Context: an optimization exercise on an open-source flow, tuned for small area. The choices shown serve that exercise and are no tape-out recipe. Only simulation tests tie the RTL to the original design; equivalence was not proved. Power and IR drop assume default switching activity.

### flow/run.sh
#!/bin/bash
# synth_recipe.tcl (not shown) runs the flow's synth.tcl, then flattens the netlist and writes it again
# the make line also repeats each setting of config.mk as NAME=value (left out here)
make -C /OpenROAD-flow-scripts/flow DESIGN_CONFIG=/design/flow/config.mk WORK_HOME=/design/flow/orfs CLKGATE_MAP_FILE= SYNTH_SCRIPT=/design/flow/synth_recipe.tcl finish
### flow/config.mk
export PLATFORM = sky130hd
export DESIGN_NAME = dp_dtm
export DESIGN_NICKNAME = dp_dtm
export VERILOG_FILES = /design/flow/design.v
export SDC_FILE = /design/flow/constraint.sdc
export NUM_CORES = 4
export LEC_CHECK = 0
export CAP_MARGIN = 0
export CORE_MARGIN = 2
export CORE_UTILIZATION = 40
export PLACE_DENSITY = 0.75
export SLEW_MARGIN = 0
export SYNTH_HIERARCHICAL = 1
export SYNTH_MINIMUM_KEEP_SIZE = 0
### flow/constraint.sdc
create_clock -name core_clock -period 10.0 [get_ports {tck}]
set_input_delay 2.0000 -clock core_clock [delete_from_list [all_inputs] [get_ports {tck}]]
set_output_delay 2.0000 -clock core_clock [all_outputs]
set_load 0.01 [all_outputs]
### flow/design.v
module dp_ctrl
(
    input  logic [3:0] s,         
    input  logic       tms,
    input  logic       tdi,
    input  logic [4:0] ir,
    input  logic       mode,
    input  logic       valid,
    input  logic       shf,
    input  logic       sr0, sr9,
    input  logic [4:0] srt,       
    input  logic       sr38,
    output logic [3:0] ns,
    output logic       mode_d, valid_d, shf_d,
    output logic [4:0] ir_d,
    output logic       sr_en, upd_en,
    output logic       capture, ncap, cap_dmi, cap_ndmi, cap_id, cap_dtmcs, cap_ir,
    output logic       sr_d40, sr_d37,
    output logic       show, nmode, tdo
);
    wire _000_;
    wire _001_;
    wire _002_;
    wire _003_;
    wire _004_;
    wire _005_;
    wire _006_;
    wire _007_;
    wire _008_;
    wire _009_;
    wire _010_;
    wire _011_;
    wire _012_;
    wire _013_;
    wire _014_;
    wire _015_;
    wire _016_;
    wire _017_;
    wire _018_;
    wire _019_;
    wire _020_;
    wire _021_;
    wire _022_;
    wire _023_;
    wire _024_;
    wire _025_;
    wire _026_;
    wire _027_;
    wire _028_;
    wire _029_;
    wire _030_;
    wire _031_;
    wire _032_;
    wire _033_;
    wire _034_;
    wire _035_;
    wire _036_;
    wire _037_;
    wire _038_;
    wire _039_;
    wire _040_;
    wire _041_;
    wire _042_;
    wire _043_;
    wire _044_;
    dp_g_inv g0 (.A(s[0]), .Y(_008_));
    dp_g_inv g1 (.A(s[1]), .Y(_009_));
    dp_g_inv g2 (.A(s[3]), .Y(_010_));
    dp_g_inv g3 (.A(s[2]), .Y(_011_));
    dp_g_inv g4 (.A(tms), .Y(_012_));
    dp_g_inv g5 (.A(ir[1]), .Y(_013_));
    dp_g_inv g6 (.A(ir[0]), .Y(_014_));
    dp_g_inv g7 (.A(ir[4]), .Y(_015_));
    dp_g_inv g8 (.A(mode), .Y(nmode));
    dp_g_nor2 g9 (.A(s[0]), .B(_011_), .Y(_016_));
    dp_g_nand2 g10 (.A(_008_), .B(_009_), .Y(_017_));
    dp_g_nand2 g11 (.A(s[3]), .B(_011_), .Y(_018_));
    dp_g_nor2 g12 (.A(_017_), .B(_018_), .Y(cap_ir));
    dp_g_nand3 g13 (.A(_008_), .B(_009_), .C(_010_), .Y(_019_));
    dp_g_nor2 g14 (.A(s[2]), .B(_019_), .Y(_020_));
    dp_g_o21ai g15 (.A1(_009_), .A2(_010_), .B1(_016_), .Y(_021_));
    dp_g_nor2 g16 (.A(_012_), .B(_021_), .Y(_022_));
    dp_g_nand2 g17 (.A(_012_), .B(_020_), .Y(_023_));
    dp_g_nor2 g18 (.A(_012_), .B(_016_), .Y(_024_));
    dp_g_nand2 g19 (.A(_019_), .B(_024_), .Y(_025_));
    dp_g_a31oi g20 (.A1(_021_), .A2(_023_), .A3(_025_), .B1(_022_), .Y(ns[2]));
    dp_g_o22ai g21 (.A1(_012_), .A2(_021_), .B1(_009_), .B2(_016_), .Y(ns[1]));
    dp_g_nor2 g22 (.A(_011_), .B(_012_), .Y(_026_));
    dp_g_o21ai g23 (.A1(_008_), .A2(_026_), .B1(_018_), .Y(ns[0]));
    dp_g_a31oi g24 (.A1(_010_), .A2(_011_), .A3(_017_), .B1(_012_), .Y(_027_));
    dp_g_a31oi g25 (.A1(s[0]), .A2(_010_), .A3(_012_), .B1(_027_), .Y(ns[3]));
    dp_g_nor2 g26 (.A(_011_), .B(_019_), .Y(_028_));
    dp_g_inv g27 (.A(_028_), .Y(_029_));
    dp_g_o22a g28 (.A1(ir[3]), .A2(_028_), .B1(srt[3]), .B2(_029_), .X(ir_d[3]));
    dp_g_o22a g29 (.A1(ir[2]), .A2(_028_), .B1(srt[2]), .B2(_029_), .X(ir_d[2]));
    dp_g_nand2 g30 (.A(srt[1]), .B(_028_), .Y(_030_));
    dp_g_o21ai g31 (.A1(_013_), .A2(_028_), .B1(_030_), .Y(ir_d[1]));
    dp_g_nand2 g32 (.A(srt[0]), .B(_028_), .Y(_031_));
    dp_g_o21ai g33 (.A1(_014_), .A2(_028_), .B1(_031_), .Y(ir_d[0]));
    dp_g_nor2 g34 (.A(s[0]), .B(_018_), .Y(capture));
    dp_g_inv g35 (.A(capture), .Y(ncap));
    dp_g_or2 g36 (.A(shf), .B(capture), .X(sr_en));
    dp_g_o21ai g37 (.A1(s[1]), .A2(_018_), .B1(_029_), .Y(_032_));
    dp_g_inv g38 (.A(_032_), .Y(_033_));
    dp_g_nor2 g39 (.A(ir[3]), .B(ir[2]), .Y(_034_));
    dp_g_nand3 g40 (.A(_013_), .B(_014_), .C(_034_), .Y(_035_));
    dp_g_nand4 g41 (.A(_013_), .B(ir[0]), .C(_034_), .D(ir[4]), .Y(_036_));
    dp_g_inv g42 (.A(_036_), .Y(_037_));
    dp_g_o21ai g43 (.A1(_015_), .A2(_035_), .B1(_036_), .Y(_038_));
    dp_g_nand3 g44 (.A(ir[1]), .B(ir[0]), .C(ir[2]), .Y(_039_));
    dp_g_o21bai g45 (.A1(ir[2]), .A2(ir[1]), .B1_N(ir[3]), .Y(_040_));
    dp_g_a32oi g46 (.A1(ir[4]), .A2(_040_), .A3(_039_), .B1(_015_), .B2(_035_), .Y(_041_));
    dp_g_inv g47 (.A(_041_), .Y(_042_));
    dp_g_or2 g48 (.A(_038_), .B(_041_), .X(_043_));
    dp_g_o22ai g49 (.A1(_032_), .A2(_043_), .B1(_013_), .B2(_033_), .Y(_044_));
    dp_g_o22a g50 (.A1(ncap), .A2(_044_), .B1(sr38), .B2(capture), .X(sr_d37));
    dp_g_nor2 g51 (.A(tdi), .B(cap_ir), .Y(_000_));
    dp_g_nand2 g52 (.A(_033_), .B(_041_), .Y(_001_));
    dp_g_nand2 g53 (.A(ir[4]), .B(_032_), .Y(_002_));
    dp_g_a31oi g54 (.A1(capture), .A2(_001_), .A3(_002_), .B1(_000_), .Y(sr_d40));
    dp_g_and3 g55 (.A(_014_), .B(capture), .C(_038_), .X(cap_dtmcs));
    dp_g_nor2 g56 (.A(ncap), .B(_043_), .Y(cap_id));
    dp_g_nor2 g57 (.A(ncap), .B(_037_), .Y(cap_ndmi));
    dp_g_nor2 g58 (.A(ncap), .B(_036_), .Y(cap_dmi));
    dp_g_o21ai g59 (.A1(nmode), .A2(_020_), .B1(_023_), .Y(mode_d));
    dp_g_nor2 g60 (.A(tms), .B(_018_), .Y(shf_d));
    dp_g_o22ai g61 (.A1(sr9), .A2(_041_), .B1(srt[4]), .B2(_042_), .Y(_003_));
    dp_g_nand2 g62 (.A(sr0), .B(_037_), .Y(_004_));
    dp_g_o21ai g63 (.A1(_037_), .A2(_003_), .B1(_004_), .Y(_005_));
    dp_g_a22o g64 (.A1(srt[0]), .A2(_032_), .B1(_033_), .B2(_005_), .X(tdo));
    dp_g_nand2 g65 (.A(srt[4]), .B(_028_), .Y(_006_));
    dp_g_o21ai g66 (.A1(_015_), .A2(_028_), .B1(_006_), .Y(ir_d[4]));
    dp_g_nand3 g67 (.A(s[1]), .B(_010_), .C(_016_), .Y(_007_));
    dp_g_nor2 g68 (.A(_036_), .B(_007_), .Y(upd_en));
    dp_g_or2 g69 (.A(valid), .B(upd_en), .X(valid_d));
    dp_g_and2 g70 (.A(mode), .B(valid), .X(show));
endmodule
module dp_g_a22o (input logic A1, A2, B1, B2, output logic X);
    assign X = (B1&B2) | (A1&A2);
endmodule
module dp_g_a31oi (input logic A1, A2, A3, B1, output logic Y);
    assign Y = (!A1&!B1) | (!A2&!B1) | (!A3&!B1);
endmodule
module dp_g_a32oi (input logic A1, A2, A3, B1, B2, output logic Y);
    assign Y = (!A1&!B1) | (!A1&!B2) | (!A2&!B1) | (!A3&!B1) | (!A2&!B2) | (!A3&!B2);
endmodule
module dp_g_and2 (input logic A, B, output logic X);
    assign X = (A&B);
endmodule
module dp_g_and3 (input logic A, B, C, output logic X);
    assign X = (A&B&C);
endmodule
module dp_g_inv (input logic A, output logic Y);
    assign Y = (!A);
endmodule
module dp_g_nand2 (input logic A, B, output logic Y);
    assign Y = (!A) | (!B);
endmodule
module dp_g_nand3 (input logic A, B, C, output logic Y);
    assign Y = (!A) | (!B) | (!C);
endmodule
module dp_g_nand4 (input logic A, B, C, D, output logic Y);
    assign Y = (!A) | (!B) | (!C) | (!D);
endmodule
module dp_g_nor2 (input logic A, B, output logic Y);
    assign Y = (!A&!B);
endmodule
module dp_g_o21ai (input logic A1, A2, B1, output logic Y);
    assign Y = (!A1&!A2) | (!B1);
endmodule
module dp_g_o21bai (input logic A1, A2, B1_N, output logic Y);
    assign Y = (!A1&!A2) | (B1_N);
endmodule
module dp_g_o22a (input logic A1, A2, B1, B2, output logic X);
    assign X = (A1&B1) | (A2&B1) | (A1&B2) | (A2&B2);
endmodule
module dp_g_o22ai (input logic A1, A2, B1, B2, output logic Y);
    assign Y = (!B1&!B2) | (!A1&!A2);
endmodule
module dp_g_or2 (input logic A, B, output logic X);
    assign X = (A) | (B);
endmodule
module dp_dtm
(
    input   logic   [0  : 0]    tdi,
    input   logic   [0  : 0]    tms,
    input   logic   [0  : 0]    tck,
    input   logic   [0  : 0]    trst,
    output  logic   [0  : 0]    tdo,
    output  logic   [6  : 0]    dmi_address,
    output  logic   [31 : 0]    dmi_wdata,
    input   logic   [31 : 0]    dmi_rdata,
    output  logic   [1  : 0]    dmi_op
);
    logic [3:0]  state, next_state;   
    logic        mode, mode_d;
    logic        shf, shf_d;          
    logic [4:0]  ir, ir_d;            
    logic [40:0] sr;                  
    logic [40:0] sr_d;
    logic [40:0] upd;                 
    logic        valid, valid_d;      
    logic        sr_en, upd_en;
    logic        capture, ncap, cap_dmi, cap_ndmi, cap_id, cap_dtmcs, cap_ir;
    logic        show, nmode;
    dp_ctrl ctrl
    (
        .s          ( state         ),
        .tms        ( tms           ),
        .tdi        ( tdi           ),
        .ir         ( ir            ),
        .mode       ( mode          ),
        .valid      ( valid         ),
        .shf        ( shf           ),
        .sr0        ( sr[0]         ),
        .sr9        ( sr[9]         ),
        .srt        ( sr[40:36]     ),
        .sr38       ( sr[38]        ),
        .ns         ( next_state    ),
        .mode_d     ( mode_d        ),
        .valid_d    ( valid_d       ),
        .shf_d      ( shf_d         ),
        .ir_d       ( ir_d          ),
        .sr_en      ( sr_en         ),
        .upd_en     ( upd_en        ),
        .capture    ( capture       ),
        .ncap       ( ncap          ),
        .cap_dmi    ( cap_dmi       ),
        .cap_ndmi   ( cap_ndmi      ),
        .cap_id     ( cap_id        ),
        .cap_dtmcs  ( cap_dtmcs     ),
        .cap_ir     ( cap_ir        ),
        .sr_d40     ( sr_d[40]      ),
        .sr_d37     ( sr_d[37]      ),
        .show       ( show          ),
        .nmode      ( nmode         ),
        .tdo        ( tdo           )
    );
    always_ff @(posedge tck, negedge trst)
        if (!trst) begin
            state <= 4'h0;
            mode  <= 1'b0;
            valid <= 1'b0;
            ir    <= 5'h01;
        end else begin
            state <= next_state;
            mode  <= mode_d;
            valid <= valid_d;
            ir    <= ir_d;
        end
    always_ff @(posedge tck)
        shf <= shf_d;
    dp_ao22  b39 (cap_ir, ir[3], ncap, sr[40], sr_d[39]);
    dp_ao22  b38 (cap_ir, ir[2], ncap, sr[39], sr_d[38]);
    dp_ao22  b36 (cap_ir, ir[0], ncap, sr[37], sr_d[36]);
    dp_and2  b35 (ncap, sr[36], sr_d[35]);
    dp_and2  b34 (ncap, sr[35], sr_d[34]);
    genvar j;
    generate
        for (j = 2; j <= 33; j = j + 1) begin : g_sr
            if (j == 23 || j == 22 || j == 12 || j == 11 || j == 10)
                dp_ao221 b (cap_dmi, dmi_rdata[j-2], ncap, sr[j+1], cap_id, sr_d[j]);
            else if (j == 21 || j == 9)
                dp_ao221 b (cap_dmi, dmi_rdata[j-2], ncap, sr[j+1], cap_ndmi, sr_d[j]);
            else if (j == 15 || j == 14)
                dp_ao221 b (cap_dmi, dmi_rdata[j-2], ncap, sr[j+1], cap_dtmcs, sr_d[j]);
            else if (j <= 8)
                dp_ao22  b (capture, dmi_rdata[j-2], ncap, sr[j+1], sr_d[j]);
            else
                dp_ao22  b (cap_dmi, dmi_rdata[j-2], ncap, sr[j+1], sr_d[j]);
        end
    endgenerate
    dp_and2  b1 (ncap, sr[2], sr_d[1]);
    dp_and2  b0 (ncap, sr[1], sr_d[0]);
    always_ff @(posedge tck)
        if (sr_en) sr <= sr_d;
    always_ff @(posedge tck)
        if (upd_en) upd <= sr;
    generate
        for (j = 0; j < 32; j = j + 1) begin : g_wdata
            dp_ao22 o (show, upd[j+2], nmode, dmi_rdata[j], dmi_wdata[j]);
        end
        for (j = 0; j < 7; j = j + 1) begin : g_addr
            dp_and2 o (show, upd[j+34], dmi_address[j]);
        end
        for (j = 0; j < 2; j = j + 1) begin : g_op
            dp_and2 o (show, upd[j], dmi_op[j]);
        end
    endgenerate
endmodule
module dp_ao22 (input logic a, b, c, d, output logic y);
    assign y = (a & b) | (c & d);
endmodule
module dp_ao221 (input logic a, b, c, d, e, output logic y);
    assign y = (a & b) | (c & d) | e;
endmodule
module dp_and2 (input logic a, b, output logic y);
    assign y = a & b;
endmodule
==> results.toml, run 1 <==
[flow_run]
cap_viol_max_count = 0

[sta]
finalSetupViolations = 0
period_minus_slack_ns = 5.208
max_slew_margin_pct = 27.30
finClkSkew_ns = 0.01382
setup_repair_after_global_routing_missed_its_margin = "no"
finalSetupTns_ns = 0
hold_viol_final = 0
peak_clock_frequency_supported_by_timing_mhz = 192.0
period_share_pct = 52.08
worst_slew_pin_slew_ns = 1.089
maxSlewViolCount = 0

[synth]
syn_nets = 281
post_synth_inst_count = 245
async_flop_share_pct = 11.70
synth.yosys.seq_area_share_pct = 72.94
ys_top_cells_by_area = "sky130_fd_sc_hd__edfxtp_1 65%, sky130_fd_sc_hd__a22o_1 14%, sky130_fd_sc_hd__dfrtp_1 6.6%"
synth-edff-count = 82
synth_warnings = 7
distinct_cells_synth = 20
synthesis.area_per_instance_um2 = 15.44
mappedNetlistArea_mm2 = 0.003782
yosys_register_bits = 94
ys_top_cells_by_count = "82 x sky130_fd_sc_hd__edfxtp_1, 59 x sky130_fd_sc_hd__a22o_1, 15 x sky130_fd_sc_hd__nor2_1, 14 x sky130_fd_sc_hd__and2_1, 14 x sky130_fd_sc_hd__inv_1"
netlist.top_cell.by_area = "sky130_fd_sc_hd__edfxtp_1"
synth_top_cell_area_share_pct = 65.10
synth_top_flop_cell = "sky130_fd_sc_hd__edfxtp_1"
post-synth-top-count-cell = "sky130_fd_sc_hd__edfxtp_1"

[layout]
final_nets = 372
layout-area-overhead-vs-synth_pct = 30.93
layout-drive-gt1-share_pct = 6.745
antenna_cells = 0
design_area_mm2 = 0.004952

[route]
num_vias = 2539
drt_first_pass_iters = 4
drcViolationCount = 0
routed_antenna_nets = 0
detailedRoute.firstIterationViolations = 195
drt-total-wl_mm = 8.361
avg_wl_per_cell_um = 18.50
dr_vias_cell = 5.617

[global_routing]
global_route.usage.met3_pct = 3.589
busiest_layer = "met2"
use_met2_pct = 25.52
number_of_antenna_violations_at_the_first_check_in_global_routing = 0
grt_use_total_pct = 16.59
grt_pass1_wl_mm = 12.87
via_count_of_the_first_global_routing_pass = 2575
grt_start_max_net_pins = 43
grtUsageMet1_pct = 22.82
gr-total-overflow = 0

[setup_path]
cp_max_fo = 2
path_common_cell = "sky130_fd_sc_hd__clkdlybuf4s50_1"
timing.critical_path.required_ns = 8.00
rrSetupSlack_ns = 7.09
r2r.worst_path.cells = 6
critical_path_arrival_ns = 3.21
cp-start-kind = "input pin"
critPathSlowestCell = "sky130_fd_sc_hd__clkdlybuf4s50_1"
cp_endpoint_kind = "output pin"
cp_cell_sequence = "clkdlybuf4s50_1 -> a22o_1 -> clkdlybuf4s50_1"
timing_worst_setup_path_type = "input pin to output pin"
worst_path_largest_cell_delay_ns = 0.54

[hold_path]
hold_path_depth = 0
hold_path.class = "flop to flop"

[die]
num_io_pins = 78
die_width_um = 101.2
start_util_pct = 41.13
design.die.area_mm2 = 0.01025
rows = 35
die_height_um = 101.2
core_mm2 = 0.009196

[status]
run_status = "finished clean"

[clock_network]
h-tree-depth = 3
post-cts-setup-buffers = 0
clkSlewWorstSetupHoldPaths_ns = 0.10
cts_buffer_depth = 2
clock_tree_from_tritoncts = "built"
cts-hold-fix-buffers = 0
tritoncts_num_sinks = 94
clockRootBuffer = "sky130_fd_sc_hd__clkbuf_8"
worstSkewPairLatency_ns = 0.36
cts_buffers = 9
post_cts_resize_count = 0

[place]
place.port_buffers = 77
placedInstanceArea_mm2 = 0.004725
hpwl_mm = 5.333
gp_routability_congestion = 0.8451

[power_and_ir_drop]
total_power_w = 0.001326
power.static_leakage_nw = 1.835
peakVddDrop_mv = 0.09424
powerDensity_mw_per_mm2 = 267.7
==> metrics by stage <==
stage          hold slack (ns)  instances  util (%)  worst slack, ns
3_3_place_gp            0.4248        436     51.37            4.788
6_report                0.4498        452     53.85            4.792
5_1_grt                 0.4581        452     53.85            4.727
4_1_cts                 0.4510        452     53.85            4.781
3_5_place_dp            0.4279        436     51.37            4.795
2_1_floorplan           0.4174        245         -            5.801
==> per-module statistics from Yosys, one instance, submodules excluded, a selection <==
module,area [µm²],flip-flops and latches
dp_g_and3,6.256,0
dp_g_nand4,6.256,0
dp_g_nor2,3.754,0
dp_g_nand3,5.005,0
dp_g_a32oi,8.758,0
dp_g_and2,6.256,0
dp_g_o21ai,5.005,0
dp_g_nand2,3.754,0
dp_ao221,10.01,0
dp_g_o22a,8.758,0
dp_g_or2,6.256,0
dp_ao22,8.758,0
dp_g_inv,3.754,0
dp_and2,6.256,0
dp_g_a22o,8.758,0
==> registers in the layout, summed over array words and instances (netlist names) <==
| name | count |
|---|---|
| valid | 1 |
| mode | 1 |
| state | 4 |
| ir | 5 |
| upd | 41 |
| shf | 1 |
| sr | 41 |
==> logic make-up (layout without fill, tap and decap cells) <==
kind of cell	count (synthesis)	count (layout)	share of synthesized area, %
flip-flops	94	94	72.94
AO/OA/AOI/OAI	89	89	19.52
AND/OR/NAND/NOR	48	48	6.153
buffers and inverters	14	110	1.389
==> cell type report <==
class / instances / area, µm²
Timing Repair Buffer: 80 / 793.3
Tap cell: 111 / 138.9
Sequential cell: 94 / 2759
Clock inverter: 7 / 103.9
Clock buffer: 9 / 123.9
Inverter: 14 / 52.55
Multi-Input combinational cell: 137 / 980.9
Fill cell: 773 / 4244
==> routing by layer <==
| metal | share of wire [%] | wire length (µm) |
|---|---|---|
| met3 | 4.9 | 408 |
| met2 | 46 | 3814 |
| met1 | 48 | 3990 |
| met4 | 1.8 | 148 |
| met5 | 0 | 0 |
==> layout by cell type (no fill, tap or decap), types with 4 or more instances in the layout <==
cell type                          n
sky130_fd_sc_hd__edfxtp_1         82
sky130_fd_sc_hd__clkdlybuf4s50_1  77
sky130_fd_sc_hd__a22o_1           59
sky130_fd_sc_hd__and2_1           14
sky130_fd_sc_hd__inv_1            14
sky130_fd_sc_hd__nor2_1           13
sky130_fd_sc_hd__nand2_1          10
sky130_fd_sc_hd__dfrtp_1          10
sky130_fd_sc_hd__o21ai_1           9
sky130_fd_sc_hd__a221o_1           9
sky130_fd_sc_hd__clkbuf_8          9
sky130_fd_sc_hd__nand3_1           4
sky130_fd_sc_hd__a31oi_1           4
==> where the power goes <==
part	switching, W	leakage [nW]	internal, W
registers	0.0000531	0.894	0.000577
logic	0.000213	0.833	0.000199
clock network	0.000139	0.108	0.000144
total	0.000406	1.83	0.000920
==> critical path: cells and delay by family <==
kind            cells  cell delay (ns)
buf+inv             2             1.05
compound gates      1             0.16
==> final timing paths <==
kind / start / end
worst min register to register: sr[35] / upd[35]
worst max register to register: state[2] / sr[11]
worst max-delay path: dmi_rdata[7] / dmi_wdata[7]
max in group asynchronous: trst[0] / ir[0]
min in group asynchronous: trst[0] / ir[1]
worst min-delay path: sr[35] / upd[35]
==> run 2: changes to the inputs <==
--- a/flow/config.mk
+++ b/flow/config.mk
@@ -10,3 +10,3 @@
 export CORE_UTILIZATION = 40
-export PLACE_DENSITY = 0.75
+export PLACE_DENSITY = 0.9
 export SLEW_MARGIN = 0
==> run 2 against run 1 <==
Against the previous run: first-iteration DRC count is 45% lower; sequential power about the same; cell area rose by 0.18%; combinational power about the same; critical endpoint is now dmi_wdata[11]; largest power group unchanged.
==> results.toml, run 2 <==
[layout]
layout-drive-gt1-share_pct = 6.471
antenna_cells = 0
layout-area-overhead-vs-synth_pct = 31.16
layout_top_registers = "sr (41), upd (41), ir (5)"
commonest_non_fill_non_tap_cell_in_the_layout = "sky130_fd_sc_hd__edfxtp_1"
final_nets = 371
post-route-util_pct = 53.95
fillCellCount = 775
leading_cell_types_in_the_layout_fill_and_taps_excluded = "82 x sky130_fd_sc_hd__edfxtp_1, 77 x sky130_fd_sc_hd__clkdlybuf4s50_1, 59 x sky130_fd_sc_hd__a22o_1"

[sta]
hold_viol_final = 0
max_slew_margin_pct = 19.47
finClkSkew_ns = 0.01310
worst_slew_pin_slew_ns = 1.205
finalSetupViolations = 0
period_minus_slack_ns = 5.257
setup_repair_after_global_routing_missed_its_margin = "no"
period_share_pct = 52.57
finalSetupTns_ns = 0
maxSlewViolCount = 0
peak_clock_frequency_supported_by_timing_mhz = 190.2

[setup_path]
cp_cell_sequence = "clkdlybuf4s50_1 -> a22o_1 -> clkdlybuf4s50_1"
timing_worst_setup_path_type = "input pin to output pin"
timing.critical_path.required_ns = 8.00
cp_endpoint_kind = "output pin"
cp_max_fo = 2
critPathSlowestCell = "sky130_fd_sc_hd__clkdlybuf4s50_1"
critical_path_arrival_ns = 3.26
worst_path_largest_cell_delay_ns = 0.56
cp-start-kind = "input pin"
path_common_cell = "sky130_fd_sc_hd__clkdlybuf4s50_1"

[route]
avg_wl_per_cell_um = 18.70
dr_vias_cell = 5.736
routed_antenna_nets = 0
drt_first_pass_iters = 4
drt-total-wl_mm = 8.432
detailedRoute.firstIterationViolations = 108
num_vias = 2587
drcViolationCount = 0

[synth]
syn_nets = 281
synth_warnings = 7
ys_top_cells_by_area = "sky130_fd_sc_hd__edfxtp_1 65%, sky130_fd_sc_hd__a22o_1 14%, sky130_fd_sc_hd__dfrtp_1 6.6%"
yosys_register_bits = 94
distinct_cells_synth = 20
netlist.top_cell.by_area = "sky130_fd_sc_hd__edfxtp_1"
synth.yosys.seq_area_share_pct = 72.94
mappedNetlistArea_mm2 = 0.003782
synth_top_flop_cell = "sky130_fd_sc_hd__edfxtp_1"
ys_top_cells_by_count = "82 x sky130_fd_sc_hd__edfxtp_1, 59 x sky130_fd_sc_hd__a22o_1, 15 x sky130_fd_sc_hd__nor2_1, 14 x sky130_fd_sc_hd__and2_1, 14 x sky130_fd_sc_hd__inv_1"
synth_top_cell_area_share_pct = 65.10
synth-edff-count = 82
post_synth_inst_count = 245
async_flop_share_pct = 11.70
synthesis.area_per_instance_um2 = 15.44
post-synth-top-count-cell = "sky130_fd_sc_hd__edfxtp_1"

[clock_network]
clock_tree_from_tritoncts = "built"
clkSlewWorstSetupHoldPaths_ns = 0.09
worstSkewPairLatency_ns = 0.36
cts-hold-fix-buffers = 0
post_cts_resize_count = 0
h-tree-depth = 3
clockRootBuffer = "sky130_fd_sc_hd__clkbuf_8"
cts_buffers = 9
tritoncts_num_sinks = 94
post-cts-setup-buffers = 0
cts_buffer_depth = 2

[global_routing]
grt_use_total_pct = 17.17
grt_pass1_wl_mm = 13.34
via_count_of_the_first_global_routing_pass = 2539
gr-total-overflow = 0
global_route.usage.met3_pct = 3.589
busiest_layer = "met2"
use_met2_pct = 28.73
grtUsageMet1_pct = 22.63
number_of_antenna_violations_at_the_first_check_in_global_routing = 0
grt_start_max_net_pins = 43

[die]
rows = 35
design.die.area_mm2 = 0.01025
core_mm2 = 0.009196
num_io_pins = 78
die_width_um = 101.2
die_height_um = 101.2
start_util_pct = 41.13

[place]
hpwl_mm = 5.462
place.port_buffers = 77
gp_routability_congestion = 0.8572

[status]
run_status = "finished clean"

[power_and_ir_drop]
peakVddDrop_mv = 0.2100
powerDensity_mw_per_mm2 = 270.7
power.static_leakage_nw = 1.841

[hold_path]
hold_path.class = "flop to flop"

[flow_run]
cap_viol_max_count = 0
-- run 2: cell counts after synthesis --
Identical to the previous run, type by type.
-- run 2: stage by stage --
step | setup WS, ns | power, W | hold WS (ns) | cell area, µm² | cells
floorplan | 5.801 | 0.0008645 | 0.4174 | 3782 | 245
global placement | 4.777 | 0.001030 | 0.4241 | 4717 | 435
detailed placement | 4.747 | 0.001053 | 0.4336 | 4717 | 435
CTS | 4.744 | 0.001358 | 0.4514 | 4961 | 451
global route | 4.733 | 0.001419 | 0.4622 | 4961 | 451
finish | 4.743 | 0.001343 | 0.4516 | 4961 | 451
-- run 2: path summary, 6_finish.rpt --
path / cells past startpoint / slack (ns) / end / startpoint
setup / recovery: 3 / 4.74 / dmi_wdata[11] / dmi_rdata[11]
hold / removal: 0 / 0.45 / upd[35] / sr[35]
setup reg to reg: 6 / 7.22 / sr[11] / state[2]
hold reg to reg: 0 / 0.45 / upd[35] / sr[35]
max in group asynchronous: 1 / 7.67 / ir[0] / trst[0]
min in group asynchronous: 1 / 1.97 / state[3] / trst[0]
-- run 2: per-module statistics from Yosys (local to each module, per instance), a selection --
module | area (µm²) | cells inside | copies in the design | flops+latches
dp_g_a31oi | 6.256 | 1 | 4 | 0
dp_ao221 | 10.01 | 1 | 9 | 0
dp_g_o21bai | 7.507 | 1 | 1 | 0
dp_g_and3 | 6.256 | 1 | 1 | 0
dp_g_o21ai | 5.005 | 1 | 9 | 0
dp_g_and2 | 6.256 | 1 | 1 | 0
dp_g_nand3 | 5.005 | 1 | 4 | 0
-- run 2: layer usage --
metal	vias up	share of wire, %
met1	1296	43
met2	101	50
met3	14	5.7
li1	1176	-
met5	-	0
met4	0	1.3
-- run 2: layout make-up --
cell class	instances	area, µm²	share of cell area (%)
tap	111	138.9	2.799
inverter	14	52.55	1.059
multi-input combinational	137	980.9	19.77
clock inverter	7	120.1	2.421
timing repair buffer	79	785.8	15.84
clock buffer	9	123.9	2.497
sequential	94	2759	55.61
-- run 2: kinds of logic (layout without fill, tap and decap cells) --
group                  Yosys count  after routing  synth area share, %
and+or+nand+nor                 48             48                6.153
AOI/OAI and AO/OA               89             89                19.52
DFF                             94             94                72.94
buffers and inverters           14            109                1.389
-- run 2: critical path, delay by kind of cell --
kind,cells,cell delay (ns)
buffers and inverters,2,1.10
AO/OA/AOI/OAI,1,0.16
-- run 2: where the power goes --
part | internal (W) | switching, W
sequential | 0.000577 | 0.0000561
clock | 0.000167 | 0.000133
combinational | 0.000199 | 0.000211
==> run 3: changes to the inputs <==
--- a/flow/config.mk
+++ b/flow/config.mk
@@ -10,3 +10,3 @@
 export CORE_UTILIZATION = 40
-export PLACE_DENSITY = 0.9
+export PLACE_DENSITY = 0.4
 export SLEW_MARGIN = 0
==> run 3 against run 2 <==
Against the previous run: synthesized area unchanged; register-to-register slack worse by 0.14 ns; wire length fell by 1.7%; global-route usage is 0.42 points lower; total power fell by 2.9%; combinational power is essentially flat; sequential power fell by 0.6%; still clean on timing, DRC and antenna.
==> results.toml, run 3 <==
[status]
run_status = "finished clean"

[setup_path]
worst_path_largest_cell_delay_ns = 0.55
cp_endpoint_kind = "output pin"
timing_worst_setup_path_type = "input pin to output pin"
critPathSlowestCell = "sky130_fd_sc_hd__clkdlybuf4s50_1"
timing.critical_path.required_ns = 8.00
cp_max_fo = 2
cp-start-kind = "input pin"
cp_cell_sequence = "clkdlybuf4s50_1 -> a22o_1 -> clkdlybuf4s50_1"
path_common_cell = "sky130_fd_sc_hd__clkdlybuf4s50_1"
critical_path_arrival_ns = 3.22

[synth]
synth_warnings = 7
yosys_register_bits = 94
synth_top_cell_area_share_pct = 65.10
combinational_family_with_the_most_area_after_synthesis = "compound AO/OA/AOI/OAI gates"
synth_top_flop_cell = "sky130_fd_sc_hd__edfxtp_1"
netlist.top_cell.by_area = "sky130_fd_sc_hd__edfxtp_1"
async_flop_share_pct = 11.70
synth_simple_gate_area_share_pct = 6.153
distinct_cells_synth = 20
syn_nets = 281
synthesis.area_per_instance_um2 = 15.44
mappedNetlistArea_mm2 = 0.003782
post_synth_fa_ha_maj_area_fraction_pct = 0
synthMuxAreaShare_pct = 0
post_synth_inst_count = 245
synth.yosys.seq_area_share_pct = 72.94
ys_top_cells_by_count = "82 x sky130_fd_sc_hd__edfxtp_1, 59 x sky130_fd_sc_hd__a22o_1, 15 x sky130_fd_sc_hd__nor2_1, 14 x sky130_fd_sc_hd__and2_1, 14 x sky130_fd_sc_hd__inv_1"
synth-edff-count = 82
ys_top_cells_by_area = "sky130_fd_sc_hd__edfxtp_1 65%, sky130_fd_sc_hd__a22o_1 14%, sky130_fd_sc_hd__dfrtp_1 6.6%"
post-synth-top-count-cell = "sky130_fd_sc_hd__edfxtp_1"
synthXorXnorAreaFrac_pct = 0
synth_compound_area_share_pct = 19.52

[power_and_ir_drop]
power.static_leakage_nw = 1.832
powerDensity_mw_per_mm2 = 264.2
peakVddDrop_mv = 0.1892

[layout]
fillCellCount = 801
layout-drive-gt1-share_pct = 6.745
final_nets = 372
antenna_cells = 0
commonest_non_fill_non_tap_cell_in_the_layout = "sky130_fd_sc_hd__edfxtp_1"
design_area_mm2 = 0.004937
layout-area-overhead-vs-synth_pct = 30.53
layout_top_registers = "sr (41), upd (41), ir (5)"
leading_cell_types_in_the_layout_fill_and_taps_excluded = "82 x sky130_fd_sc_hd__edfxtp_1, 77 x sky130_fd_sc_hd__clkdlybuf4s50_1, 59 x sky130_fd_sc_hd__a22o_1"

[clock_network]
cts_buffer_depth = 2
tritoncts_num_sinks = 94
post-cts-setup-buffers = 0
worstSkewPairLatency_ns = 0.36
cts_buffers = 9
h-tree-depth = 3
clockRootBuffer = "sky130_fd_sc_hd__clkbuf_8"
post_cts_resize_count = 0
cts-hold-fix-buffers = 0
clkSlewWorstSetupHoldPaths_ns = 0.10
clock_tree_from_tritoncts = "built"

[sta]
hold_viol_final = 0
finalSetupTns_ns = 0
period_share_pct = 52.16
setup_repair_after_global_routing_missed_its_margin = "no"
period_minus_slack_ns = 5.216
maxSlewViolCount = 0
max_slew_margin_pct = 24.90
peak_clock_frequency_supported_by_timing_mhz = 191.7
finClkSkew_ns = 0.01572
finalSetupViolations = 0
worst_slew_pin_slew_ns = 1.125

[global_routing]
via_count_of_the_first_global_routing_pass = 2528
number_of_antenna_violations_at_the_first_check_in_global_routing = 0
grt_use_total_pct = 16.75
use_met2_pct = 26.24
grtUsageMet1_pct = 23.31
busiest_layer = "met2"
grt_pass1_wl_mm = 13.15
global_route.usage.met3_pct = 3.451
grt_start_max_net_pins = 43
gr-total-overflow = 0

[die]
rows = 35
die_height_um = 101.2
core_mm2 = 0.009196
design.die.area_mm2 = 0.01025
start_util_pct = 41.13
die_width_um = 101.2
num_io_pins = 78

[place]
hpwl_mm = 5.129
place.port_buffers = 77
placedInstanceArea_mm2 = 0.004725
gp_routability_congestion = 0.7971

[route]
drt_first_pass_iters = 5
detailedRoute.firstIterationViolations = 132
avg_wl_per_cell_um = 18.33
routed_antenna_nets = 0
num_vias = 2495
drcViolationCount = 0
dr_vias_cell = 5.520
drt-total-wl_mm = 8.286

[flow_run]
cap_viol_max_count = 0

[hold_path]
hold_path.class = "flop to flop"
[run 3: cell counts after synthesis]
Identical to the previous run, type by type.
[run 3: metal layers]
layer / up-vias / routed length [µm]
met5: - / 0
met4: 0 / 110
met3: 8 / 482
met2: 78 / 3868
met1: 1227 / 3824
li1: 1182 / -
[run 3: cell type report]
class / count / area, µm² / area share, %
tap: 111 / 138.9 / 2.813
clock buffer: 10 / 137.6 / 2.788
timing repair buffer: 80 / 793.3 / 16.07
sequential: 94 / 2759 / 55.88
clock inverter: 6 / 75.07 / 1.521
multi-input combinational: 137 / 980.9 / 19.87
inverter: 14 / 52.55 / 1.064
[run 3: logic make-up (layout without fill, tap and decap cells)]
| logic type | after synthesis | in the layout |
|---|---|---|
| flops | 94 | 94 |
| simple gates | 48 | 48 |
| compound gates | 89 | 89 |
| buf+inv | 14 | 110 |
[run 3: Yosys stat by module, one instance, submodules excluded, a selection]
module	times used	flops+latches
dp_g_o22a	3	0
dp_g_a32oi	1	0
dp_g_a31oi	4	0
dp_g_o22ai	3	0
dp_and2	13	0
dp_g_and3	1	0
dp_g_o21ai	9	0
dp_g_nand3	4	0
dp_g_nand2	10	0
[run 3: worst paths after layout]
kind | start | to | slack (ns) | cells after the start
min in group asynchronous | trst[0] | ir[1] | 1.98 | 1
worst max register to register | state[2] | sr[11] | 7.08 | 6
worst min register to register | sr[15] | upd[15] | 0.45 | 0
max in group asynchronous | trst[0] | ir[0] | 7.65 | 1
worst max-delay path | dmi_rdata[8] | dmi_wdata[8] | 4.78 | 3
worst min-delay path | sr[15] | upd[15] | 0.45 | 0
[run 3: per-stage QoR]
| step | hold slack, ns | worst slack [ns] | cells | power, W | utilization, % |
|---|---|---|---|---|---|
| 2_1_floorplan | 0.4174 | 5.801 | 245 | 0.0008645 | - |
| 3_3_place_gp | 0.4314 | 4.778 | 436 | 0.001052 | 51.37 |
| 3_5_place_dp | 0.4288 | 4.784 | 436 | 0.001050 | 51.37 |
| 4_1_cts | 0.4531 | 4.781 | 452 | 0.001320 | 53.69 |
| 5_1_grt | 0.4669 | 4.747 | 452 | 0.001384 | 53.69 |
| 6_report | 0.4532 | 4.784 | 452 | 0.001304 | 53.69 |
[run 3: critical path: cells and delay by family]
kind	cells	cell delay (ns)
buffers and inverters	2	1.06
AO/OA/AOI/OAI	1	0.15
[run 3: where the power goes]
group	total (W)	switching, W	internal (W)
Combinational	0.000409	0.000210	0.000199
Clock	0.000267	0.000140	0.000127
Sequential	0.000629	0.0000527	0.000577
==> run 4: changes to the inputs <==
--- a/flow/config.mk
+++ b/flow/config.mk
@@ -10,3 +10,3 @@
 export CORE_UTILIZATION = 40
-export PLACE_DENSITY = 0.4
+export PLACE_DENSITY = 0.6
 export SLEW_MARGIN = 0
==> run 4 against run 3 <==
Against the previous run: still clean on timing, DRC and antenna; wire length shrank 1.5%; total power grew 0.11%; sequential share of layout area did not move; largest power group unchanged.
==> results.toml, run 4 <==
[setup_path]
rrSetupSlack_ns = 7.15
critical_path.reg2reg.endpoint = "sr[10]"
cp_endpoint_kind = "output pin"
cp-start-kind = "input pin"
r2r.worst_path.cells = 6
critical_path_arrival_ns = 3.20
critical_path.reg2reg.startpoint = "state[2]"
cp_max_fo = 2
timing_worst_setup_path_type = "input pin to output pin"
timing.critical_path.required_ns = 8.00

[place]
placedInstanceArea_mm2 = 0.004725
hpwl_mm = 5.079
preCtsSetupSlack_ns = 4.787
gp_routability_congestion = 0.8605
dp.cells = 436
place.port_buffers = 77

[sta]
setup_repair_after_global_routing_missed_its_margin = "no"
worst_slew_pin_slew_ns = 1.081
finalSetupTns_ns = 0
peak_clock_frequency_supported_by_timing_mhz = 192.1
period_share_pct = 52.05
finalSetupViolations = 0
setup_ws_ns = 4.795
max_slew_margin_pct = 27.86
hold_viol_final = 0
maxSlewViolCount = 0
finClkSkew_ns = 0.01677
period_minus_slack_ns = 5.205

[clock_network]
worstSkewPairLatency_ns = 0.36
cts-hold-fix-buffers = 0
post_cts_resize_count = 0
tritoncts_num_sinks = 94
clock_tree_from_tritoncts = "built"
clkSlewWorstSetupHoldPaths_ns = 0.10
h-tree-depth = 3
clockRootBuffer = "sky130_fd_sc_hd__clkbuf_8"
cts_buffer_depth = 2
post-cts-setup-buffers = 0
cts_buffers = 9

[layout]
leading_cell_types_in_the_layout_fill_and_taps_excluded = "82 x sky130_fd_sc_hd__edfxtp_1, 77 x sky130_fd_sc_hd__clkdlybuf4s50_1, 59 x sky130_fd_sc_hd__a22o_1"
fillCellCount = 786
commonest_non_fill_non_tap_cell_in_the_layout = "sky130_fd_sc_hd__edfxtp_1"
design_area_mm2 = 0.004937
final-instance-count-excl-fill = 452
layout_top_registers = "sr (41), upd (41), ir (5)"
layout-drive-gt1-share_pct = 6.745
layout-area-overhead-vs-synth_pct = 30.53
final_nets = 372
post-route-util_pct = 53.69
antenna_cells = 0

[synth]
syn_nets = 281
mappedNetlistArea_mm2 = 0.003782
yosys_register_bits = 94
netlist.top_cell.by_area = "sky130_fd_sc_hd__edfxtp_1"
post_synth_inst_count = 245
synth.yosys.seq_area_share_pct = 72.94
ys_top_cells_by_count = "82 x sky130_fd_sc_hd__edfxtp_1, 59 x sky130_fd_sc_hd__a22o_1, 15 x sky130_fd_sc_hd__nor2_1, 14 x sky130_fd_sc_hd__and2_1, 14 x sky130_fd_sc_hd__inv_1"
synth-edff-count = 82
async_flop_share_pct = 11.70
distinct_cells_synth = 20
ys_top_cells_by_area = "sky130_fd_sc_hd__edfxtp_1 65%, sky130_fd_sc_hd__a22o_1 14%, sky130_fd_sc_hd__dfrtp_1 6.6%"
post-synth-top-count-cell = "sky130_fd_sc_hd__edfxtp_1"
synth_top_flop_cell = "sky130_fd_sc_hd__edfxtp_1"
synth_warnings = 7
synth_top_cell_area_share_pct = 65.10
synthesis.area_per_instance_um2 = 15.44

[die]
rows = 35
die_height_um = 101.2
num_io_pins = 78
core_mm2 = 0.009196
die_width_um = 101.2
design.die.area_mm2 = 0.01025
start_util_pct = 41.13

[global_routing]
via_count_of_the_first_global_routing_pass = 2546
number_of_antenna_violations_at_the_first_check_in_global_routing = 0
grt_start_max_net_pins = 43
grt_pass1_wl_mm = 13.16
grt_use_total_pct = 16.71
gr-total-overflow = 0

[status]
run_status = "finished clean"

[route]
drt_first_pass_iters = 4
dr_vias_cell = 5.611
avg_wl_per_cell_um = 18.06
detailedRoute.firstIterationViolations = 139
routed_antenna_nets = 0
num_vias = 2536
drcViolationCount = 0
drt-total-wl_mm = 8.162

[hold_path]
hold_path_end = "upd[2]"
hold_path_depth = 0
hold_path.class = "flop to flop"
min-delay-start = "sr[2]"

[flow_run]
cap_viol_max_count = 0

[power_and_ir_drop]
power.static_leakage_nw = 1.832
peakVddDrop_mv = 0.2090
powerDensity_mw_per_mm2 = 264.5
run 4: cell families after synthesis:
kind of cell | synth area share, %
AOI/OAI and AO/OA | 19.52
buffers and inverters | 1.389
DFF | 72.94
and+or+nand+nor | 6.153
run 4: where the power goes:
part	switching, W	internal [W]	total (W)
logic	0.000212	0.000199	0.000411
clock network	0.000139	0.000127	0.000266
registers	0.0000523	0.000576	0.000629
total	0.000403	0.000902	0.00131
run 4: worst max-delay path, cell delays in order:
cell,delay (ns)
sky130_fd_sc_hd__clkdlybuf4s50_1,0.53
sky130_fd_sc_hd__a22o_1,0.14
sky130_fd_sc_hd__clkdlybuf4s50_1,0.53
run 4: Yosys stat by module, one instance, submodules excluded, a selection:
| module | cell area, µm² | copies in the design | cells |
|---|---|---|---|
| dp_and2 | 6.256 | 13 | 1 |
| dp_ao22 | 8.758 | 58 | 1 |
| dp_ao221 | 10.01 | 9 | 1 |
| dp_dtm | 2759 | 1 | 94 |
| dp_g_a22o | 8.758 | 1 | 1 |
| dp_g_a31oi | 6.256 | 4 | 1 |
| dp_g_a32oi | 8.758 | 1 | 1 |
| dp_g_and2 | 6.256 | 1 | 1 |
| dp_g_nand2 | 3.754 | 10 | 1 |
| dp_g_nand3 | 5.005 | 4 | 1 |
| dp_g_nand4 | 6.256 | 1 | 1 |
| dp_g_nor2 | 3.754 | 15 | 1 |
| dp_g_o21ai | 5.005 | 9 | 1 |
| dp_g_o21bai | 7.507 | 1 | 1 |
| dp_g_o22a | 8.758 | 3 | 1 |
run 4: worst max path at each step:
stage                  startpoint             to  slack, ns  cells after the start
floorplan            dmi_rdata[0]   dmi_wdata[0]       5.80                      1
global placement    dmi_rdata[11]  dmi_wdata[11]       4.79                      3
detailed placement  dmi_rdata[11]  dmi_wdata[11]       4.79                      3
CTS                 dmi_rdata[11]  dmi_wdata[11]       4.79                      3
global route        dmi_rdata[26]  dmi_wdata[26]       4.76                      3
finish              dmi_rdata[26]  dmi_wdata[26]       4.80                      3
run 4: layout make-up:
| type | instances | area [µm²] | area share (%) |
|---|---|---|---|
| Clock buffer | 10 | 137.6 | 2.788 |
| Clock inverter | 6 | 75.07 | 1.521 |
| Inverter | 14 | 52.55 | 1.064 |
| Multi-Input combinational cell | 137 | 980.9 | 19.87 |
| Sequential cell | 94 | 2759 | 55.88 |
| Tap cell | 111 | 138.9 | 2.813 |
| Timing Repair Buffer | 80 | 793.3 | 16.07 |
run 4: metal layers:
layer / routed length (µm) / GRT usage [%] / up-vias
met2: 3756 / 26.08 / 87
met4: 99 / 6.237 / 0
met3: 476 / 3.037 / 9
li1: - / - / 1177
met5: 0 / 0 / -
met1: 3830 / 23.50 / 1263
run 4: per-stage QoR:
step	hold slack, ns	power [W]
2_1_floorplan	0.4174	0.0008645
3_3_place_gp	0.4273	0.001047
3_5_place_dp	0.4280	0.001047
4_1_cts	0.4554	0.001319
5_1_grt	0.4703	0.001381
6_report	0.4581	0.001306
==> run 5: changes to the inputs <==
--- a/flow/config.mk
+++ b/flow/config.mk
@@ -10,3 +10,4 @@
 export CORE_UTILIZATION = 40
-export PLACE_DENSITY = 0.6
+export GPL_TIMING_DRIVEN = 0
+export PLACE_DENSITY = 0.5
 export SLEW_MARGIN = 0
==> run 5 against run 4 <==
Against the previous run: sequential power is essentially flat; via count fell by 1.0%; cell area rose by 0.15%; count of clock-buffer cells in the layout stayed put; first-iteration DRC count increased by 7.2%; synthesized area is the same; critical endpoint is now dmi_wdata[8].
==> results.toml, run 5 <==
[status]
run_status = "finished clean"

[place]
dp.cells = 436
place.port_buffers = 77
hpwl_mm = 5.273
gp_routability_congestion = 0.7886
placedInstanceArea_mm2 = 0.004758

[route]
num_vias = 2510
drt_first_pass_iters = 5
dr_vias_cell = 5.565
drcViolationCount = 0
detailedRoute.firstIterationViolations = 149
drt-total-wl_mm = 8.626
avg_wl_per_cell_um = 19.13
routed_antenna_nets = 0

[setup_path]
timing_worst_setup_path_type = "input pin to output pin"
worst_path_largest_cell_delay_ns = 0.55
cp-start-kind = "input pin"
cp_num_buf_inv = 2
critPathSlowestCell = "sky130_fd_sc_hd__clkdlybuf4s50_1"
cp_endpoint_kind = "output pin"
timing.critical_path.required_ns = 8.00
cp_cell_sequence = "clkdlybuf4s50_1 -> a22o_1 -> clkdlybuf4s50_1"
critical_path.top_delay_family = "buffers and inverters"
path_common_cell = "sky130_fd_sc_hd__clkdlybuf4s50_1"
cp_max_fo = 2
critical_path_arrival_ns = 3.23

[sta]
maxSlewViolCount = 0
period_share_pct = 52.35
finalSetupViolations = 0
peak_clock_frequency_supported_by_timing_mhz = 191.0
hold_viol_final = 0
finalSetupTns_ns = 0
finClkSkew_ns = 0.01185
worst_slew_pin_slew_ns = 1.225
period_minus_slack_ns = 5.235
setup_repair_after_global_routing_missed_its_margin = "no"
max_slew_margin_pct = 18.21

[layout]
area_of_the_multi_input_gates_um2 = 982.2
leading_cell_types_in_the_layout_fill_and_taps_excluded = "82 x sky130_fd_sc_hd__edfxtp_1, 77 x sky130_fd_sc_hd__clkdlybuf4s50_1, 59 x sky130_fd_sc_hd__a22o_1"
commonest_non_fill_non_tap_cell_in_the_layout = "sky130_fd_sc_hd__edfxtp_1"
final-instance-count-excl-fill = 451
layout-area-overhead-vs-synth_pct = 30.73
design_area_mm2 = 0.004945
ff_latch_area_mm2 = 0.002759
layout_top_registers = "sr (41), upd (41), ir (5)"
layout-drive-gt1-share_pct = 6.765
fillCellCount = 794
antenna_cells = 0
final_nets = 372

[synth]
ys_top_cells_by_count = "82 x sky130_fd_sc_hd__edfxtp_1, 59 x sky130_fd_sc_hd__a22o_1, 15 x sky130_fd_sc_hd__nor2_1, 14 x sky130_fd_sc_hd__and2_1, 14 x sky130_fd_sc_hd__inv_1"
post_synth_inst_count = 245
ys_top_cells_by_area = "sky130_fd_sc_hd__edfxtp_1 65%, sky130_fd_sc_hd__a22o_1 14%, sky130_fd_sc_hd__dfrtp_1 6.6%"
synth-edff-count = 82
synth.yosys.seq_area_share_pct = 72.94
yosys_register_bits = 94
synth_top_flop_cell = "sky130_fd_sc_hd__edfxtp_1"
synth_warnings = 7
netlist.top_cell.by_area = "sky130_fd_sc_hd__edfxtp_1"
mappedNetlistArea_mm2 = 0.003782
async_flop_share_pct = 11.70
distinct_cells_synth = 20
synth_top_cell_area_share_pct = 65.10
post-synth-top-count-cell = "sky130_fd_sc_hd__edfxtp_1"
synthesis.area_per_instance_um2 = 15.44
syn_nets = 281

[die]
start_util_pct = 41.13
rows = 35
num_io_pins = 78
design.die.area_mm2 = 0.01025
core_mm2 = 0.009196
die_height_um = 101.2
die_width_um = 101.2

[hold_path]
hold_path.class = "flop to flop"

[clock_network]
h-tree-depth = 3
cts-hold-fix-buffers = 0
worstSkewPairLatency_ns = 0.36
tritoncts_num_sinks = 94
post_cts_resize_count = 0
clock_tree_from_tritoncts = "built"
cts_buffers = 9
cts_buffer_depth = 2
clockRootBuffer = "sky130_fd_sc_hd__clkbuf_8"
post-cts-setup-buffers = 0
clkSlewWorstSetupHoldPaths_ns = 0.09

[global_routing]
grt_start_max_net_pins = 44
number_of_antenna_violations_at_the_first_check_in_global_routing = 0
gr-total-overflow = 0
grt_use_total_pct = 17.22
via_count_of_the_first_global_routing_pass = 2487
grt_pass1_wl_mm = 13.31

[flow_run]
cap_viol_max_count = 0

[power_and_ir_drop]
peakVddDrop_mv = 0.1443
power.static_leakage_nw = 1.825
powerDensity_mw_per_mm2 = 262.0
==> run 5: worst paths after layout <==
path | startpoint | endpoint | slack [ns] | cells after the start
hold / removal | sr[35] | upd[35] | 0.44 | 0
hold reg to reg | sr[35] | upd[35] | 0.44 | 0
min in group asynchronous | trst[0] | state[2] | 1.99 | 1
setup / recovery | dmi_rdata[8] | dmi_wdata[8] | 4.77 | 3
setup reg to reg | state[2] | sr[10] | 6.76 | 7
max in group asynchronous | trst[0] | mode | 7.63 | 1
==> run 5: power breakdown <==
group / leakage (nW) / internal, W / switching (W)
Combinational: 0.842 / 0.000205 / 0.000216
Sequential: 0.894 / 0.000575 / 0.0000525
Clock: 0.0888 / 0.000115 / 0.000132
Total: 1.82 / 0.000895 / 0.000401
==> run 5: cell type report <==
| cell class | instances | area share, % |
|---|---|---|
| timing repair buffer | 80 | 16.70 |
| tap | 111 | 2.809 |
| multi-input combinational | 137 | 19.86 |
| clock inverter | 5 | 1.189 |
| inverter | 14 | 1.063 |
| sequential | 94 | 55.79 |
| clock buffer | 10 | 2.581 |
==> run 5: logic make-up (layout without fill, tap and decap cells) <==
group | Yosys count | after routing | share of synthesized area (%)
flops | 94 | 94 | 72.94
compound gates | 89 | 89 | 19.52
buf+inv | 14 | 109 | 1.389
simple gates | 48 | 48 | 6.153
==> run 5: Yosys stat by module, one instance, submodules excluded, a selection <==
| module | cell area, µm² | cells | copies in the design |
|---|---|---|---|
| dp_dtm | 2759 | 94 | 1 |
| dp_ao221 | 10.01 | 1 | 9 |
| dp_g_a22o | 8.758 | 1 | 1 |
| dp_g_o21bai | 7.507 | 1 | 1 |
| dp_g_a31oi | 6.256 | 1 | 4 |
| dp_g_and3 | 6.256 | 1 | 1 |
| dp_g_or2 | 6.256 | 1 | 3 |
| dp_g_and2 | 6.256 | 1 | 1 |
| dp_g_nand3 | 5.005 | 1 | 4 |
| dp_g_inv | 3.754 | 1 | 14 |
| dp_g_nand2 | 3.754 | 1 | 10 |
==> run 5: worst reg2reg max path, delay by kind of cell (launching register included) <==
kind / cells / cell delay [ns]
flops: 1 / 0.39
simple gates: 3 / 1.59
buf+inv: 3 / 0.97
compound gates: 1 / 0.18
==> run 5: stage by stage <==
stage | power [W] | worst slack (ns) | hold WS (ns) | utilization, %
floorplan | 0.0008645 | 5.801 | 0.4174 | -
global placement | 0.001050 | 4.750 | 0.4271 | 51.02
detailed placement | 0.001058 | 4.759 | 0.4254 | 51.74
CTS | 0.001306 | 4.758 | 0.4468 | 53.77
global route | 0.001367 | 4.748 | 0.4654 | 53.77
finish | 0.001296 | 4.765 | 0.4444 | 53.77
==> run 5: layer usage <==
| layer | GRT usage [%] | vias to the layer above | share of wire [%] |
|---|---|---|---|
| li1 | - | 1182 | - |
| met1 | 25.28 | 1229 | 48 |
| met2 | 25.22 | 88 | 44 |
| met3 | 4.210 | 11 | 6.5 |
| met4 | 5.821 | 0 | 1.5 |
| met5 | 0 | - | 0 |
==> run 6: changes to the inputs <==
--- a/flow/config.mk
+++ b/flow/config.mk
@@ -9,4 +9,3 @@
 export CORE_MARGIN = 2
-export CORE_UTILIZATION = 40
-export GPL_TIMING_DRIVEN = 0
+export CORE_UTILIZATION = 35
 export PLACE_DENSITY = 0.5
==> run 6 against run 5 <==
Against the previous run: cell area is 0.15% lower; sequential share of layout area is 0.085 points higher; first-iteration DRC count is 21% lower; utilization is 6.4 points lower; wire length is 1.9% higher; total power is 1.7% lower; critical path depth stayed put; combinational power is 2% lower; critical path type unchanged.
==> results.toml, run 6 <==
[hold_path]
hold_path.class = "flop to flop"
hold_path_depth = 0

[sta]
worst_slew_pin_slew_ns = 1.138
max_slew_margin_pct = 24.07
setup_repair_after_global_routing_missed_its_margin = "no"
setup_ws_ns = 4.791
finalSetupTns_ns = 0
hold_viol_final = 0
period_share_pct = 52.09
maxSlewViolCount = 0
finalSetupViolations = 0
period_minus_slack_ns = 5.209
peak_clock_frequency_supported_by_timing_mhz = 192.0
finClkSkew_ns = 0.01288

[layout]
antenna_cells = 0
layout-drive-gt1-share_pct = 6.725
final_nets = 373
commonest_non_fill_non_tap_cell_in_the_layout = "sky130_fd_sc_hd__edfxtp_1"
layout-area-overhead-vs-synth_pct = 30.53
leading_cell_types_in_the_layout_fill_and_taps_excluded = "82 x sky130_fd_sc_hd__edfxtp_1, 77 x sky130_fd_sc_hd__clkdlybuf4s50_1, 59 x sky130_fd_sc_hd__a22o_1"
layout_top_registers = "sr (41), upd (41), ir (5)"

[setup_path]
cp_endpoint_kind = "output pin"
cp_cell_sequence = "clkdlybuf4s50_1 -> a22o_1 -> clkdlybuf4s50_1"
worst_path_largest_cell_delay_ns = 0.54
path_common_cell = "sky130_fd_sc_hd__clkdlybuf4s50_1"
cp-start-kind = "input pin"
r2r.worst_path.cells = 6
cp_max_fo = 2
rrSetupSlack_ns = 7.15
timing.critical_path.required_ns = 8.00
critical_path.top_delay_family = "buffers and inverters"
critical_path.reg2reg.endpoint = "sr[11]"
setup.worst_path.end = "dmi_wdata[21]"
critical_path.reg2reg.startpoint = "state[2]"
critPathLaunch = "dmi_rdata[21]"
critPathSlowestCell = "sky130_fd_sc_hd__clkdlybuf4s50_1"
cp_num_buf_inv = 2
timing_worst_setup_path_type = "input pin to output pin"
path_depth = 3
critical_path_arrival_ns = 3.21

[die]
design.die.area_mm2 = 0.01165
core_mm2 = 0.01042
die_width_um = 108.0
die_height_um = 108.0
num_io_pins = 78
rows = 37
start_util_pct = 36.31

[route]
avg_wl_per_cell_um = 18.39
detailedRoute.firstIterationViolations = 117
num_vias = 2513
dr_vias_cell = 5.257
drt-total-wl_mm = 8.792
drt_first_pass_iters = 4
routed_antenna_nets = 0
drcViolationCount = 0

[power_and_ir_drop]
clock_power_share_pct = 17.9
powerDensity_mw_per_mm2 = 257.8
share_seq_of_total_power_pct = 49.5
power.static_leakage_nw = 1.814
power_frac_comb_pct = 32.6
p_int_w = 0.0008694
total_power_w = 0.001273
switching_power_w = 0.0004036
peakVddDrop_mv = 0.1779
power.switching_fraction_pct = 31.70

[clock_network]
clkSlewWorstSetupHoldPaths_ns = 0.10
clock_tree_from_tritoncts = "built"
cts_buffers = 9
tritoncts_num_sinks = 94
cts-hold-fix-buffers = 0
post-cts-setup-buffers = 0
post_cts_resize_count = 0
clockRootBuffer = "sky130_fd_sc_hd__clkbuf_8"
cts_buffer_depth = 2
h-tree-depth = 3
worstSkewPairLatency_ns = 0.36

[place]
preCtsSetupSlack_ns = 4.788
gp_routability_congestion = 0.7692
place.port_buffers = 77
hpwl_mm = 5.316

[synth]
post_synth_inst_count = 245
yosys_register_bits = 94
syn_nets = 281
synthesis.area_per_instance_um2 = 15.44
synth-edff-count = 82
ys_top_cells_by_area = "sky130_fd_sc_hd__edfxtp_1 65%, sky130_fd_sc_hd__a22o_1 14%, sky130_fd_sc_hd__dfrtp_1 6.6%"
synth.yosys.seq_area_share_pct = 72.94
post-synth-top-count-cell = "sky130_fd_sc_hd__edfxtp_1"
mappedNetlistArea_mm2 = 0.003782
distinct_cells_synth = 20
synth_warnings = 7
synth_top_flop_cell = "sky130_fd_sc_hd__edfxtp_1"
ys_top_cells_by_count = "82 x sky130_fd_sc_hd__edfxtp_1, 59 x sky130_fd_sc_hd__a22o_1, 15 x sky130_fd_sc_hd__nor2_1, 14 x sky130_fd_sc_hd__and2_1, 14 x sky130_fd_sc_hd__inv_1"
netlist.top_cell.by_area = "sky130_fd_sc_hd__edfxtp_1"
synth_top_cell_area_share_pct = 65.10
async_flop_share_pct = 11.70

[flow_run]
cap_viol_max_count = 0

[global_routing]
number_of_antenna_violations_at_the_first_check_in_global_routing = 0
use_met2_pct = 23.09
grt_pass1_wl_mm = 13.93
via_count_of_the_first_global_routing_pass = 2577
grt_use_total_pct = 15.88
global_route.usage.met3_pct = 4.219
gr-total-overflow = 0
grt_start_max_net_pins = 43
busiest_layer = "met1"
grtUsageMet1_pct = 23.30

[status]
run_status = "finished clean"
==> run 6: cell types whose count changed in the layout (fill, tap and decap cells not counted), sizes merged <==
cell	change
clkinv	+2
bufinv	-1
buf	+1
==> run 6: per-module statistics from Yosys (local to each module, per instance), a selection <==
| module | cells | flops+latches |
|---|---|---|
| dp_ao22 | 1 | 0 |
| dp_ao221 | 1 | 0 |
| dp_dtm | 94 | 94 |
| dp_g_a22o | 1 | 0 |
| dp_g_a31oi | 1 | 0 |
| dp_g_and3 | 1 | 0 |
| dp_g_nor2 | 1 | 0 |
| dp_g_o21bai | 1 | 0 |
| dp_g_o22a | 1 | 0 |
==> run 6: worst min-delay path by stage <==
| stage | from | to | slack [ns] |
|---|---|---|---|
| 2_1_floorplan | sr[1] | upd[1] | 0.42 |
| 3_3_place_gp | sr[35] | upd[35] | 0.42 |
| 3_5_place_dp | sr[35] | upd[35] | 0.43 |
| 4_1_cts | sr[35] | upd[35] | 0.45 |
| 5_1_grt | sr[35] | upd[35] | 0.47 |
| 6_report | sr[35] | upd[35] | 0.45 |
==> run 6: power by group through the flow <==
stage	clock [W]	sequential (W)	combinational, W
global placement	0	0.000638	0.000420
finish	0.000228	0.000630	0.000414
floorplan	0	0.000619	0.000246
detailed placement	0	0.000640	0.000417
global route	0.000251	0.000646	0.000460
CTS	0.000238	0.000631	0.000420
==> run 6: final cells by class <==
class                      count  area (µm²)
tap                          136       170.2
clock buffer                  10       127.6
fill                         948        5479
timing repair buffer          81       800.8
sequential                    94        2759
clock inverter                 6       46.29
multi-input combinational    137       980.9
inverter                      14       52.55
==> run 6: per-layer routing <==
metal	vias up	wire length [µm]
li1	1187	-
met1	1241	4303
met2	75	3850
met3	10	538
met4	0	99
met5	-	0
==> run 6: cells by family (layout without fill, tap and decap cells) <==
family                 after synthesis  count (layout)  synth area share [%]
DFF                                 94              94                 72.94
buffers and inverters               14             111                 1.389
and+or+nand+nor                     48              48                 6.153
AOI/OAI and AO/OA                   89              89                 19.52
==> run 6: stage by stage <==
stage	std cells	utilization [%]	instance area (µm²)	hold slack, ns
2_1_floorplan	245	-	3782	0.4174
3_3_place_gp	462	45.73	4763	0.4235
3_5_place_dp	462	45.73	4763	0.4278
4_1_cts	478	47.40	4937	0.4524
5_1_grt	478	47.40	4937	0.4682
6_report	478	47.40	4937	0.4538
==> run 7: changes to the inputs <==
--- a/flow/config.mk
+++ b/flow/config.mk
@@ -9,4 +9,4 @@
 export CORE_MARGIN = 2
-export CORE_UTILIZATION = 35
-export PLACE_DENSITY = 0.5
+export CORE_UTILIZATION = 40
+export PLACE_DENSITY = 0.45
 export SLEW_MARGIN = 0
==> run 7 against run 6 <==
Against the previous run: still clean; utilization increased by 6.1 points; sequential share of layout area grew 0.16 points; non-clock buffer count is 1 higher; cell count shrank 5.0%; clock skew is 0.00091 ns higher; total power up 0.74%; hold slack got worse by 0.011 ns; combinational power about the same; critical path depth did not move; setup slack worse by 0.028 ns; first-iteration DRC count up 34%; critical path type unchanged; largest cell class unchanged; largest power group unchanged.
==> results.toml, run 7 <==
[status]
run_status = "finished clean"

[layout]
final_nets = 374
leading_cell_types_in_the_layout_fill_and_taps_excluded = "82 x sky130_fd_sc_hd__edfxtp_1, 77 x sky130_fd_sc_hd__clkdlybuf4s50_1, 59 x sky130_fd_sc_hd__a22o_1"
layout-area-overhead-vs-synth_pct = 30.17
layout-drive-gt1-share_pct = 6.997
antenna_cells = 0

[sta]
finalSetupViolations = 0
finClkSkew_ns = 0.01379
period_minus_slack_ns = 5.237
peak_clock_frequency_supported_by_timing_mhz = 191.0
setup_ws_ns = 4.763
worst_slew_pin_slew_ns = 1.060
maxSlewViolCount = 0
finalSetupTns_ns = 0
setup_repair_after_global_routing_missed_its_margin = "no"
hold_viol_final = 0

[setup_path]
critPathLaunch = "dmi_rdata[8]"
critical_path_arrival_ns = 3.24
rrSetupSlack_ns = 6.91
cp-start-kind = "input pin"
critical_path.reg2reg.endpoint = "sr[12]"
setup.worst_path.end = "dmi_wdata[8]"

[power_and_ir_drop]
total_power_w = 0.001282
peakVddDrop_mv = 0.1798
share_seq_of_total_power_pct = 49.0
switching_power_w = 0.0004048
power.switching_fraction_pct = 31.57
p_int_w = 0.0008776
power.static_leakage_nw = 1.827

[clock_network]
cts_buffers = 9
clockRootBuffer = "sky130_fd_sc_hd__clkbuf_8"
post_cts_resize_count = 0
clock_tree_from_tritoncts = "built"
clkSlewWorstSetupHoldPaths_ns = 0.10
h-tree-depth = 3
cts_buffer_depth = 2
tritoncts_num_sinks = 94
worstSkewPairLatency_ns = 0.36
cts-hold-fix-buffers = 0

[die]
die_width_um = 101.2
num_io_pins = 78
design.die.area_mm2 = 0.01025
start_util_pct = 41.13

[place]
hpwl_mm = 5.269
preCtsSetupSlack_ns = 4.762

[flow_run]
cap_viol_max_count = 0

[synth]
ys_top_cells_by_count = "82 x sky130_fd_sc_hd__edfxtp_1, 59 x sky130_fd_sc_hd__a22o_1, 15 x sky130_fd_sc_hd__nor2_1, 14 x sky130_fd_sc_hd__and2_1, 14 x sky130_fd_sc_hd__inv_1"
synth-edff-count = 82
syn_nets = 281
synth_top_flop_cell = "sky130_fd_sc_hd__edfxtp_1"
netlist.top_cell.by_area = "sky130_fd_sc_hd__edfxtp_1"
synth_warnings = 7
async_flop_share_pct = 11.70
distinct_cells_synth = 20
synth.yosys.seq_area_share_pct = 72.94
mappedNetlistArea_mm2 = 0.003782
post-synth-top-count-cell = "sky130_fd_sc_hd__edfxtp_1"
ys_top_cells_by_area = "sky130_fd_sc_hd__edfxtp_1 65%, sky130_fd_sc_hd__a22o_1 14%, sky130_fd_sc_hd__dfrtp_1 6.6%"
synth_top_cell_area_share_pct = 65.10

[global_routing]
number_of_antenna_violations_at_the_first_check_in_global_routing = 0
grt_use_total_pct = 17.52
gr-total-overflow = 0
grt_pass1_wl_mm = 13.43
grt_start_max_net_pins = 42

[hold_path]
hold_path_depth = 0

[route]
avg_wl_per_cell_um = 19.11
dr_vias_cell = 5.546
routed_antenna_nets = 0
detailedRoute.firstIterationViolations = 157
drt-total-wl_mm = 8.675
drt_first_pass_iters = 4
[run 7: per-layer routing]
layer  vias up  global-route usage (%)  wire (µm)
li1       1185                       -          -
met1      1241                   25.00       4098
met2        82                   26.80       4049
met3        10                   3.244        407
met4         0                   6.861        119
met5         -                       0          0
[run 7: area by class of cell]
type / count / area (µm²)
sequential: 94 / 2759
tap: 111 / 138.9
inverter: 14 / 52.55
clock buffer: 11 / 141.4
fill: 835 / 4273
timing repair buffer: 82 / 808.3
clock inverter: 5 / 42.54
multi-input combinational: 137 / 980.9
[run 7: stage by stage]
stage / std cells / hold slack (ns)
finish: 454 / 0.4431
global route: 454 / 0.4525
CTS: 454 / 0.4447
detailed placement: 438 / 0.4323
global placement: 438 / 0.4318
floorplan: 245 / 0.4174
[run 7: worst max-delay path, stage by stage]
cell,delay [ns]
sky130_fd_sc_hd__clkdlybuf4s50_1,0.52
sky130_fd_sc_hd__a22o_1,0.18
sky130_fd_sc_hd__clkdlybuf4s50_1,0.54
[run 7: logic make-up (layout without fill, tap and decap cells)]
group,count (synthesis),count (layout),synth area share (%)
and+or+nand+nor,48,48,6.153
buffers and inverters,14,112,1.389
DFF,94,94,72.94
AOI/OAI and AO/OA,89,89,19.52
[run 7: worst min-delay path by stage]
stage,start,endpoint,slack [ns]
2_1_floorplan,sr[1],upd[1],0.42
3_3_place_gp,sr[1],upd[1],0.43
3_5_place_dp,sr[1],upd[1],0.43
4_1_cts,sr[18],upd[18],0.44
5_1_grt,sr[18],upd[18],0.45
6_report,sr[18],upd[18],0.44
[run 7: modules after synthesis (local to each module, per instance), a selection]
module | flip-flops and latches | area, µm² | copies in the design | cells inside
dp_g_a22o | 0 | 8.758 | 1 | 1
dp_ao22 | 0 | 8.758 | 58 | 1
dp_g_and3 | 0 | 6.256 | 1 | 1
dp_g_nand3 | 0 | 5.005 | 4 | 1
dp_g_o21ai | 0 | 5.005 | 9 | 1
dp_ao221 | 0 | 10.01 | 9 | 1
dp_g_o21bai | 0 | 7.507 | 1 | 1
dp_g_o22a | 0 | 8.758 | 3 | 1
dp_g_or2 | 0 | 6.256 | 3 | 1
dp_g_inv | 0 | 3.754 | 14 | 1
dp_g_a32oi | 0 | 8.758 | 1 | 1
dp_dtm | 94 | 2759 | 1 | 94
[run 7: power groups by stage]
stage          combinational, W  sequential (W)  clock [W]
2_1_floorplan          0.000246        0.000619          0
4_1_cts                0.000420        0.000629   0.000243
3_5_place_dp           0.000413        0.000638          0
5_1_grt                0.000452        0.000641   0.000262
3_3_place_gp           0.000417        0.000637          0
6_report               0.000416        0.000628   0.000238
